This is an optimization exercise on Yosys and OpenROAD, whose aim is small area, not a production implementation. Only simulation tests tie the RTL to the original design; equivalence was not proved. The clock port is modelled as an ideal driver, which makes a skipped or thinned clock tree look cheaper than it is; a real chip needs a root buffer or a tree. Power and IR drop assume default switching activity.

## servo_ctrl_top
module servo_ctrl_top (
	input  logic       clk,
	input  logic       rst_n,
	input  logic       KEY0,
	input  logic       KEY3,
	input  logic       KEY4,
	input  logic       SW0,
	input  logic       SW1,
	input  logic       SW2,
	input  logic       SW3,
	input  logic       SW4,
	output logic       servo1,
	output logic       servo2,
	output logic       servo3,
	output logic       servo4,
	output logic [6:0] seg_H,
	output logic [6:0] seg_M,
	output logic [6:0] seg_L);
Size in the first run: roughly 560 cells after synthesis, about 35 I/O pins, roughly 5700 sq um of cells after synthesis.
clock: 20.0 ns
lec_check: 0
abc_area: 1
cap_margin: 20
core_margin: 2
core_utilization: 40
slew_margin: 20
standard.sh (not shown) runs the stock make flow with config.mk's settings and CLKGATE_MAP_FILE= SYNTH_SCRIPT=/design/flow/synth_recipe.tcl, a recipe that flattens the netlist after the stock synthesis.
==> flow/flow/run.sh <==
#!/bin/bash
# Own layout flow: the standard synthesis, its combinational logic re-mapped
# with a stronger ABC script (registers untouched), then the standard ORFS
# layout with smaller port and clock buffers.  Each tool logs to its own file.
set -euo pipefail
HERE=$(pwd)
RES=$HERE/orfs/results/sky130hd/servo_ctrl_top/base
LIB=$FLOW_HOME/platforms/sky130hd/lib/sky130_fd_sc_hd__tt_025C_1v80.lib

# 1. standard synthesis, unchanged
bash standard.sh synth > synth_std.log 2>&1
cp $RES/1_2_yosys.v $HERE/std_synth.v

# 2. re-map the combinational logic
mkdir -p $HERE/resyn
python3 flow/libfuncs.py $LIB > $HERE/resyn/comb_cells.v
python3 flow/ffstubs.py $LIB > $HERE/resyn/ff_stubs.v
DU=$(grep -o -- "-dont_use [A-Za-z0-9_]*" orfs/logs/sky130hd/servo_ctrl_top/base/1_2_yosys.log | sort -u | tr '\n' ' ')
export RESYN_DIR=$HERE/resyn RESYN_IN=$HERE/std_synth.v RESYN_OUT=$HERE/resyn/resyn.v \
  RESYN_TOP=$FLOW_TOP RESYN_ABC=$HERE/flow/resyn.abc RESYN_LIB=$LIB RESYN_DONT_USE="$DU"
if yosys -c flow/resyn.tcl > resyn.log 2>&1; then
  cp $HERE/resyn/resyn.v $RES/1_2_yosys.v
  rm -f $RES/1_synth.odb $RES/1_synth.sdc
else
  echo "resynthesis failed, keeping the standard netlist" >> resyn.log
fi

# 3. layout
bash standard.sh \
  "BUFFER_PORTS_ARGS=-buffer_cell sky130_fd_sc_hd__buf_1" \
  "CTS_ARGS=-sink_clustering_enable -repair_clock_nets -dont_use_dummy_load -buf_list sky130_fd_sc_hd__clkbuf_8" \
  finish > layout.log 2>&1
==> flow/flow/resyn.abc <==
strash
&get -n
&deepsyn -T 60
&put
dch -f
map -a
==> flow/flow/resyn.tcl <==
# Re-maps the combinational logic of the standard synthesis netlist with a
# stronger ABC script.  Flip-flop cells are kept as they are (blackboxes), so
# the registers keep their names and cell types.
yosys read_verilog $::env(RESYN_DIR)/comb_cells.v
yosys read_verilog $::env(RESYN_DIR)/ff_stubs.v
yosys read_verilog $::env(RESYN_IN)
yosys hierarchy -top $::env(RESYN_TOP)
yosys flatten
# plain names for the combinational nets (ABC mishandles escaped names
# with brackets); ports and register outputs keep theirs
yosys select -set keepw t:*df* %x:+\[Q\] t:*df* %d
yosys select -set hidew w:* i:* o:* %u %d @keepw %d
yosys rename -hide @hidew
# drop the cell models, so that the mapped cells are library cells again
yosys hierarchy -top $::env(RESYN_TOP)
yosys opt_clean -purge
yosys techmap
yosys opt -fast
yosys abc -script $::env(RESYN_ABC) -liberty $::env(RESYN_LIB) {*}$::env(RESYN_DONT_USE)
yosys read_liberty -lib -nooverwrite $::env(RESYN_LIB)
yosys opt_clean -purge
yosys hilomap -singleton -hicell sky130_fd_sc_hd__conb_1 HI -locell sky130_fd_sc_hd__conb_1 LO
yosys insbuf -buf sky130_fd_sc_hd__buf_4 A X
yosys splitnets
yosys opt_clean -purge
yosys rename -hide w:*\$*
yosys check -assert -mapped
yosys tee -o $::env(RESYN_OUT).stat stat -liberty $::env(RESYN_LIB)
yosys write_verilog -noattr -nohex -nodec $::env(RESYN_OUT)
Other scripts of this flow, unchanged in this note and not shown: flow/flow/ffstubs.py, flow/flow/libfuncs.py
==> next run, changes <==
--- a/flow/flow/run.sh
+++ b/flow/flow/run.sh
@@ -30,3 +30,3 @@
   "BUFFER_PORTS_ARGS=-buffer_cell sky130_fd_sc_hd__buf_1" \
-  "CTS_ARGS=-sink_clustering_enable -repair_clock_nets -dont_use_dummy_load -buf_list sky130_fd_sc_hd__clkbuf_8" \
+  "CTS_ARGS=-sink_clustering_enable -repair_clock_nets -dont_use_dummy_load -buf_list sky130_fd_sc_hd__clkbuf_4" \
   finish > layout.log 2>&1
==> flow/flow/resyn.abc (replaced) <==
strash
&get -n
&deepsyn -T 60
&dch -f
&nf -R 1000
&put
--- a/flow/flow/resyn.tcl
+++ b/flow/flow/resyn.tcl
@@ -22,3 +22,3 @@
 yosys hilomap -singleton -hicell sky130_fd_sc_hd__conb_1 HI -locell sky130_fd_sc_hd__conb_1 LO
-yosys insbuf -buf sky130_fd_sc_hd__buf_4 A X
+yosys insbuf -buf sky130_fd_sc_hd__buf_1 A X
 yosys splitnets
Settings changed: CORE_UTILIZATION 40 to 65.
What happened:
- maximum frequency goes up by 0.32%
- combinational power goes up by about 0.8%
- core utilization goes up by 27 points
- clock skew goes up by 0.033 ns
- sequential power hardly moves
- first-iteration DRC count goes up by 19%
- register-to-register slack is worse by 0.56 ns
==> next run, changes <==
--- a/flow/flow/run.sh
+++ b/flow/flow/run.sh
@@ -30,3 +30,3 @@
   "BUFFER_PORTS_ARGS=-buffer_cell sky130_fd_sc_hd__buf_1" \
-  "CTS_ARGS=-sink_clustering_enable -repair_clock_nets -dont_use_dummy_load -buf_list sky130_fd_sc_hd__clkbuf_4" \
+  "CTS_ARGS=-sink_clustering_enable -repair_clock_nets -dont_use_dummy_load -buf_list sky130_fd_sc_hd__clkbuf_8" \
   finish > layout.log 2>&1
==> flow/flow/resyn.abc (replaced) <==
strash
&get -n
&deepsyn -T 60
&put
dch -f
map -a
--- a/flow/flow/resyn.tcl
+++ b/flow/flow/resyn.tcl
@@ -8,9 +8,2 @@
 yosys flatten
-# plain names for the combinational nets (ABC mishandles escaped names
-# with brackets); ports and register outputs keep theirs
-yosys select -set keepw t:*df* %x:+\[Q\] t:*df* %d
-yosys select -set hidew w:* i:* o:* %u %d @keepw %d
-yosys rename -hide @hidew
-# drop the cell models, so that the mapped cells are library cells again
-yosys hierarchy -top $::env(RESYN_TOP)
 yosys opt_clean -purge
@@ -19,6 +12,5 @@
 yosys abc -script $::env(RESYN_ABC) -liberty $::env(RESYN_LIB) {*}$::env(RESYN_DONT_USE)
-yosys read_liberty -lib -nooverwrite $::env(RESYN_LIB)
 yosys opt_clean -purge
 yosys hilomap -singleton -hicell sky130_fd_sc_hd__conb_1 HI -locell sky130_fd_sc_hd__conb_1 LO
-yosys insbuf -buf sky130_fd_sc_hd__buf_1 A X
+yosys insbuf -buf sky130_fd_sc_hd__buf_4 A X
 yosys splitnets
Settings changed: CORE_UTILIZATION 65 to 40.
Worst hold slack got worse by 0.040 ns.
Synthesized area rose by well over a third.
Flip-flop and latch count does not change.
Global-route usage decreases by 11 points.
Count of clock-buffer cells in the layout does not change.
Routed wire length came out higher by a quarter to a third.
Via count rose by well over a third.
Combinational power rose to 6.3 times its value.

---

servo_ctrl_top, a different RTL version from the one above (not shown whole).
Size in the first run: roughly 450 cells after synthesis, ~35 I/O pins, roughly 0.0050 mm2 of cells after synthesis.
clock: 20.0 ns
lec_check: 0
abc_area: 1
cap_margin: 0
core_margin: 2
core_utilization: 65
gpl_timing_driven: 0
slew_margin: 0
==> flow/flow/run.sh <==
#!/bin/bash
# Own layout flow: the standard synthesis, its combinational logic re-mapped
# with a stronger ABC script (registers untouched), then the standard ORFS
# layout with smaller port buffers and a small hand-built clock tree.  Each tool logs to its own file.
set -euo pipefail
HERE=$(pwd)
RES=$HERE/orfs/results/sky130hd/servo_ctrl_top/base
LIB=$FLOW_HOME/platforms/sky130hd/lib/sky130_fd_sc_hd__tt_025C_1v80.lib

# 1. standard synthesis, unchanged
bash standard.sh synth > synth_std.log 2>&1
cp $RES/1_2_yosys.v $HERE/std_synth.v

# 2. re-map the combinational logic: ABC's deepsyn from four random seeds in
# parallel; the smallest result is kept
mkdir -p $HERE/resyn
python3 flow/libfuncs.py $LIB > $HERE/resyn/comb_cells.v
python3 flow/ffstubs.py $LIB > $HERE/resyn/ff_stubs.v
DU=$(grep -o -- "-dont_use [A-Za-z0-9_]*" orfs/logs/sky130hd/servo_ctrl_top/base/1_2_yosys.log | sort -u | tr '\n' ' ')
for S in 0 1 2 3; do
  sed "s/@SEED@/$S/" flow/resyn.abc > $HERE/resyn/seed$S.abc
  RESYN_DIR=$HERE/resyn RESYN_IN=$HERE/std_synth.v RESYN_OUT=$HERE/resyn/resyn$S.v \
    RESYN_TOP=$FLOW_TOP RESYN_ABC=$HERE/resyn/seed$S.abc RESYN_LIB=$LIB RESYN_DONT_USE="$DU" \
    timeout 900 yosys -c flow/resyn.tcl > resyn$S.log 2>&1 &
done
wait || true
BEST=""
BEST_AREA=""
for S in 0 1 2 3; do
  if [[ -s $HERE/resyn/resyn$S.v && -s $HERE/resyn/resyn$S.v.stat ]]; then
    A=$(grep "Chip area" $HERE/resyn/resyn$S.v.stat | awk '{print $NF}')
    echo "seed $S: area $A" >> resyn.log
    if [[ -z "$BEST" ]] || awk "BEGIN{exit !($A < $BEST_AREA)}"; then BEST=$S; BEST_AREA=$A; fi
  fi
done
if [[ -n "$BEST" ]]; then
  echo "using seed $BEST" >> resyn.log
  cp $HERE/resyn/resyn$BEST.v $RES/1_2_yosys.v
  rm -f $RES/1_synth.odb $RES/1_synth.sdc
else
  echo "resynthesis failed, keeping the standard netlist" >> resyn.log
fi

# 3. layout; the clock tree is built by flow/clock_tree.tcl (a PRE_CTS hook):
# a root buffer on the clock port drives eight clock buffers, each driving
# the registers of one region of the placement
export MANUAL_CTS_NET=clk MANUAL_CTS_GROUPS=8 \
  MANUAL_CTS_BUF=sky130_fd_sc_hd__clkbuf_8 MANUAL_CTS_ROOT=sky130_fd_sc_hd__clkbuf_4
bash standard.sh \
  "BUFFER_PORTS_ARGS=-buffer_cell sky130_fd_sc_hd__buf_1" \
  "PRE_CTS_TCL=$HERE/flow/clock_tree.tcl" \
  finish > layout.log 2>&1
==> flow/flow/clock_tree.tcl <==
# PRE_CTS hook: hand-built clock tree.  The clock port drives a few clock
# buffers directly; each drives the registers of one region of the placement
# (recursive bisection).
proc split_groups { pts n axis } {
  if { $n <= 1 || [llength $pts] < 2 } { return [list $pts] }
  set idx [expr { $axis == "x" ? 0 : 1 }]
  set s [lsort -integer -index $idx $pts]
  set half [expr { [llength $s] / 2 }]
  set next [expr { $axis == "x" ? "y" : "x" }]
  set a [split_groups [lrange $s 0 [expr { $half - 1 }]] [expr { $n / 2 }] $next]
  set b [split_groups [lrange $s $half end] [expr { $n / 2 }] $next]
  return [concat $a $b]
}

set block [ord::get_db_block]
set clk_net [$block findNet $::env(MANUAL_CTS_NET)]
set master [[ord::get_db] findMaster $::env(MANUAL_CTS_BUF)]
set pts {}
foreach it [$clk_net getITerms] {
  if { [$it isInputSignal] } {
    set inst [$it getInst]
    set loc [$inst getLocation]
    lappend pts [list [lindex $loc 0] [lindex $loc 1] $it]
  }
}
puts "manual CTS: [llength $pts] clock sinks"
# optional root buffer between the port and the group buffers
set drv_net $clk_net
if { [info exists ::env(MANUAL_CTS_ROOT)] && $::env(MANUAL_CTS_ROOT) != "" } {
  set root [odb::dbInst_create $block [[ord::get_db] findMaster $::env(MANUAL_CTS_ROOT)] "clkbuf_man_root"]
  set drv_net [odb::dbNet_create $block "clknet_man_root"]
  $drv_net setSigType CLOCK
  [$root findITerm A] connect $clk_net
  [$root findITerm X] connect $drv_net
  set sx 0
  set sy 0
  foreach p $pts { incr sx [lindex $p 0]; incr sy [lindex $p 1] }
  $root setLocation [expr { $sx / [llength $pts] }] [expr { $sy / [llength $pts] }]
  $root setPlacementStatus PLACED
}
set i 0
foreach g [split_groups $pts $::env(MANUAL_CTS_GROUPS) x] {
  set buf [odb::dbInst_create $block $master "clkbuf_man_$i"]
  set net [odb::dbNet_create $block "clknet_man_$i"]
  $net setSigType CLOCK
  [$buf findITerm A] connect $drv_net
  [$buf findITerm X] connect $net
  set sx 0
  set sy 0
  foreach p $g {
    set it [lindex $p 2]
    $it disconnect
    $it connect $net
    incr sx [lindex $p 0]
    incr sy [lindex $p 1]
  }
  set n [llength $g]
  $buf setLocation [expr { $sx / $n }] [expr { $sy / $n }]
  $buf setPlacementStatus PLACED
  puts "manual CTS: clkbuf_man_$i drives $n sinks"
  incr i
}
$clk_net setSigType CLOCK
set_propagated_clock [all_clocks]

# the tree is built: make the CTS command that cts.tcl runs next a no-op
rename clock_tree_synthesis orfs_clock_tree_synthesis
proc clock_tree_synthesis { args } {
  puts "clock_tree_synthesis skipped: clock tree built by flow/clock_tree.tcl"
}
Other scripts of this flow, unchanged in this note and not shown: flow/flow/ffstubs.py, flow/flow/libfuncs.py, flow/flow/resyn.abc, flow/flow/resyn.tcl
The first run finished clean.
==> next run, changes <==
--- a/flow/flow/run.sh
+++ b/flow/flow/run.sh
@@ -14,2 +14,2 @@
-# 2. re-map the combinational logic: ABC's deepsyn from four random seeds in
-# parallel; the smallest result is kept
+# 2. re-map the combinational logic: ABC's deepsyn from eight random seeds,
+# four at a time; the smallest result is kept
@@ -20,5 +20,8 @@
-for S in 0 1 2 3; do
-  sed "s/@SEED@/$S/" flow/resyn.abc > $HERE/resyn/seed$S.abc
-  RESYN_DIR=$HERE/resyn RESYN_IN=$HERE/std_synth.v RESYN_OUT=$HERE/resyn/resyn$S.v \
-    RESYN_TOP=$FLOW_TOP RESYN_ABC=$HERE/resyn/seed$S.abc RESYN_LIB=$LIB RESYN_DONT_USE="$DU" \
-    timeout 900 yosys -c flow/resyn.tcl > resyn$S.log 2>&1 &
+for BATCH in "0 1 2 3" "4 5 6 7"; do
+  for S in $BATCH; do
+    sed "s/@SEED@/$S/" flow/resyn.abc > $HERE/resyn/seed$S.abc
+    RESYN_DIR=$HERE/resyn RESYN_IN=$HERE/std_synth.v RESYN_OUT=$HERE/resyn/resyn$S.v \
+      RESYN_TOP=$FLOW_TOP RESYN_ABC=$HERE/resyn/seed$S.abc RESYN_LIB=$LIB RESYN_DONT_USE="$DU" \
+      timeout 900 yosys -c flow/resyn.tcl > resyn$S.log 2>&1 &
+  done
+  wait || true
@@ -26 +28,0 @@
-wait || true
@@ -29 +31 @@
-for S in 0 1 2 3; do
+for S in 0 1 2 3 4 5 6 7; do
@@ -45,4 +47,4 @@
-# a root buffer on the clock port drives eight clock buffers, each driving
-# the registers of one region of the placement
-export MANUAL_CTS_NET=clk MANUAL_CTS_GROUPS=8 \
-  MANUAL_CTS_BUF=sky130_fd_sc_hd__clkbuf_8 MANUAL_CTS_ROOT=sky130_fd_sc_hd__clkbuf_4
+# the clock port drives four clock buffers, each driving the registers of one
+# quarter of the placement
+export MANUAL_CTS_NET=clk MANUAL_CTS_GROUPS=4 \
+  MANUAL_CTS_BUF=sky130_fd_sc_hd__clkbuf_16 MANUAL_CTS_ROOT=
Routed wire length shrinks by 1.0%; clock power shrinks by about 10%; maximum frequency shrinks by 1.4%.
No run of this note takes its clock network from TritonCTS; it comes from the design's own scripts or RTL.

[port drivers added, routing unchanged]
No port has a modelled driver above. Below, the same layouts with a new extraction and two added sets of constraints.
Step 1 sets driving cells, clkbuf_16 on the clock port and buf_2 on the other inputs (assumed; they add their load-dependent delay and slew).
Step 2 moves the port delays by t, midway between the first and last clock arrival at a register: inputs arrive t later, outputs are due t later. That takes back most of the time a late clock gives input paths.
Three values: ideal, step 1, step 2; two values: the first two.
run	t, ns	slack for setup (ns)	worst setup path after step 2	latest minus earliest clock arrival (ns)	slew at the worst register clock pin (ns)
the first run of note 1	0.455	12.453 / 12.415 / 12.870	register to output	0.027 / 0.027	0.07 / 0.07
the second run of note 1	0.526	12.477 / 12.440 / 12.681	input to register	0.057 / 0.057	0.12 / 0.12
the third run of note 1	0.464	10.758 / 10.723 / 11.187	register to output	0.042 / 0.042	0.09 / 0.09
the first run of note 2	0.483	12.312 / 12.285 / 12.044	input to register	0.015 / 0.015	0.09 / 0.09
the second run of note 2	0.237	12.202 / 12.255 / 12.017	input to register	0.008 / 0.007	0.10 / 0.10
After both steps every run listed still meets setup and hold. The setup slack of the first run of note 2, which loses most, moves by -0.027 ns with the drivers and by -0.268 ns with both steps.
